Background: an optimization exercise with open tools, aiming at small area, a short achievable clock period and few clock cycles per item. Do not read the settings as production practice. In this exercise RTL edits were held to simulation tests only and were not proved equivalent to the original.

==> flow/design.v (excerpt) <==
module FloatALUUnit(
    input             clk,
    input             rst,
    input             in_valid,
    output            in_ready,
    input      [1:0]  oper,
    input      [31:0] n1,
    input      [31:0] n2,
    output reg        out_valid,
    output reg [31:0] result,
    output reg        LessThan,
    output reg        Overflow,
    output reg        Underflow,
    output reg        Exception
    );
localparam N1 = 7, N2 = 7, N3 = 7, N4 = 4;    
reg        v1, st1, nst1, lts1, irq;    
reg        cf1;                         
reg        v2, isd2;
reg [1:0]  op1;
reg [31:0] a1, b1;
reg [4:0]  k1, k2;
wire       rdy1 = a1[22] | ~|a1[22:0];
wire       rdy2 = b1[22] | ~|b1[22:0];
assign in_ready = irq;
wire st1_hold = ~((rdy1 | a1[21]) & (rdy2 | b1[21]));
wire st1_new  = in_valid & (oper == 2'd3) & ~|n1[30:23];   
wire cf1_new  = in_valid & (oper == 2'd3) & v2 & isd2;     
  ...
Size: roughly 4800 cells after synthesis, about 110 I/O pins, roughly 50000 µm² of cells after synthesis.
Settings: LEC_CHECK=0, CAP_MARGIN=20, CORE_MARGIN=2, CORE_UTILIZATION=55, CTS_CLUSTER_DIAMETER=100, CTS_CLUSTER_SIZE=24, GPL_TIMING_DRIVEN=0, SLEW_MARGIN=20, SYNTH_HIERARCHICAL=1; clock period 100.0 ns.
standard.sh (not shown) runs the stock make flow with config.mk's settings and CLKGATE_MAP_FILE= SYNTH_SCRIPT=/design/flow/synth_recipe.tcl, a recipe that flattens the netlist after the stock synthesis.
==> flow/flow/run.sh <==
#!/bin/bash
# The standard layout, with the port buffers made plain buf_2 cells rather
# than the delay buffers buffer_ports picks by default.
set -euo pipefail
export BUFFER_PORTS_ARGS="-buffer_cell sky130_fd_sc_hd__buf_2"
bash standard.sh > make_flow.log 2>&1
Testbench counts at the start, summed over its fixed seeds: cycles 34,437, items 32,000.
Next try:
Settings changed: CORE_UTILIZATION 55 to 40, CTS_CLUSTER_DIAMETER 100 to unset, CTS_CLUSTER_SIZE 24 to unset, GPL_TIMING_DRIVEN 0 to unset.
Result: Die area increases by well over a third; wire length is lower slightly; sequential cell count stays the same; utilization shrinks by 18 points; design area goes down slightly; maximum frequency rose slightly.
Next try:
Settings changed: CTS_CLUSTER_DIAMETER set to 100, CTS_CLUSTER_SIZE set to 30.
What happened: Utilization falls by 0.66 points. Area after synthesis is unchanged. Routed wire length falls slightly. Final area falls slightly. First-iteration DRC count rises slightly. Count of clock-buffer cells in the layout falls by 34. Global-route usage falls by 0.28 points.
Next try:
Settings changed: CTS_CLUSTER_SIZE 30 to 24.
The new run finished with timing, DRC and antenna clean. Via count is about the same. First-iteration DRC count fell by 3.0%. Clock skew rose by 0.012 ns. Synthesized cell count is unchanged. Global-route usage stays flat. Non-clock buffer count does not change. Routed wire length is about the same.

## the previous run
Another version of the RTL of FloatALUUnit (not shown whole).
For scale: ~5200 cells after synthesis, roughly 110 I/O pins, about 0.052 mm^2 of cells after synthesis.
Settings: LEC_CHECK=0, CAP_MARGIN=20, CORE_MARGIN=2, CORE_UTILIZATION=40, SLEW_MARGIN=20, SYNTH_HIERARCHICAL=1; clock period 100.0 ns.
Scripts as last shown in full above: flow/flow/run.sh
Testbench counts of the previous run, summed over its fixed seeds: cycles 34,437, items 32,000.
For the current run, these inputs were changed with respect to the previous run:
diff --git a/flow/config.mk b/flow/config.mk
--- a/flow/config.mk
+++ b/flow/config.mk
@@ -7,6 +7,6 @@
 export LEC_CHECK = 0
-export CAP_MARGIN = 20
+export CAP_MARGIN = 0
 export CORE_MARGIN = 2
 export CORE_UTILIZATION = 40
-export SLEW_MARGIN = 20
+export SLEW_MARGIN = 0
 export SYNTH_HIERARCHICAL = 1
[summary]
Re number of input and output port buffers inserted: no difference whatsoever between the current run and the previous run.
Delta (the current run minus the previous run): via count comparable; number of antenna repair diodes fell 2; arrival time of the worst setup path has decreased.
Between the current run and the previous run, the multi-input gate count does not differ in any meaningful way.
The previous run and the current run ended up with roughly the same portion of the clock cycle consumed by the worst path in the final layout.
The final layouts of the current run and the previous run pass the timing, DRC and antenna checks.
Side by side, register-to-register setup slack turned out lower in the current run than in the previous run.
Measured against each other, the current run and the previous run differ in post-route minimum period, the higher figure coming from the previous run.
Looking at post-route worst setup slack across the current run and the previous run, the one that comes out lower is the previous run.

before:
FloatALUUnit, a different RTL version from the one above (not shown whole).
Size in the first run: ~6200 cells after synthesis, roughly 110 I/O pins, about 0.063 mm2 of cells after synthesis.
export LEC_CHECK = 0
export CAP_MARGIN = 20
export CORE_MARGIN = 2
export CORE_UTILIZATION = 40
export SLEW_MARGIN = 20
export SYNTH_HIERARCHICAL = 1
create_clock -name core_clock -period 100.0 [get_ports {clk}]
Scripts as last shown in full above: flow/flow/run.sh
before: PASS, flow complete, no timing, DRC or antenna violations
Testbench counts of before, summed over its fixed seeds: cycles 32,040, items 32,000.
Here is what was changed in the inputs of after compared with before.
==> flow/run.sh (new file) <==
#!/bin/bash
# synth_recipe.tcl (not shown) runs the flow's synth.tcl, then flattens the netlist and writes it again
# the make line also repeats each setting of config.mk as NAME=value (left out here)
make -C /OpenROAD-flow-scripts/flow DESIGN_CONFIG=/design/flow/config.mk WORK_HOME=/design/flow/orfs CLKGATE_MAP_FILE= SYNTH_SCRIPT=/design/flow/synth_recipe.tcl finish
removed: flow/flow/run.sh
removed: flow/standard.sh
### Flow results
Re largest stage delay on the critical path: after and before aren't equal, and the lower value belongs to after.
Final instance area | after above before
On final period utilization, after and before are basically level.
before ended up with clkinv_1 as its cell with the largest stage delay on the worst path; after ended up with clkdlybuf4s50_1.
Cmp after vs before: post-route minimum period lower in after
before has lower final core utilization than after.

[port drivers added, routing unchanged]
In the flow no input, the clock included, has a driving cell. The finished layouts below were timed again as built, in two steps. Step 1, drivers: a clkbuf_16 drives clk and a buf_2 each remaining input, both assumed. Step 2 adds t to the input delays and takes it off the output delays; t is the mean of the earliest and latest rising clock arrival at the registers after step 1. Input paths then give back, and output paths get back, about the clock's delay inside the block. Three values: no drivers, after step 1, after step 2; two values: the first two.
run	shift t [ns]	slack for setup (ns)	worst hold slack (ns)	cell pins on the clock port's net
the first run of note 1	0.700	78.792 / 78.803 / 78.136	0.331 / 0.331 / 0.331	1
the second run of note 1	0.707	78.916 / 78.839 / 78.367	0.316 / 0.316 / 0.316	1
the third run of note 1	0.706	78.895 / 78.813 / 78.390	0.328 / 0.328 / 0.328	1
the fourth run of note 1	0.711	78.886 / 78.809 / 78.401	0.324 / 0.324 / 0.324	1
the previous run	0.740	78.858 / 78.805 / 78.181	0.320 / 0.320 / 0.320	1
the current run	0.735	78.875 / 78.808 / 78.203	0.319 / 0.319 / 0.319	1
before	0.750	77.949 / 77.853 / 78.400	0.319 / 0.319 / 0.319	1
after	0.724	78.030 / 77.947 / 77.934	0.315 / 0.315 / 0.315	1
After both steps setup and hold are still met in every run listed. The setup slack of the previous run, which loses most, moves by -0.053 ns with the drivers and by -0.677 ns with both steps.
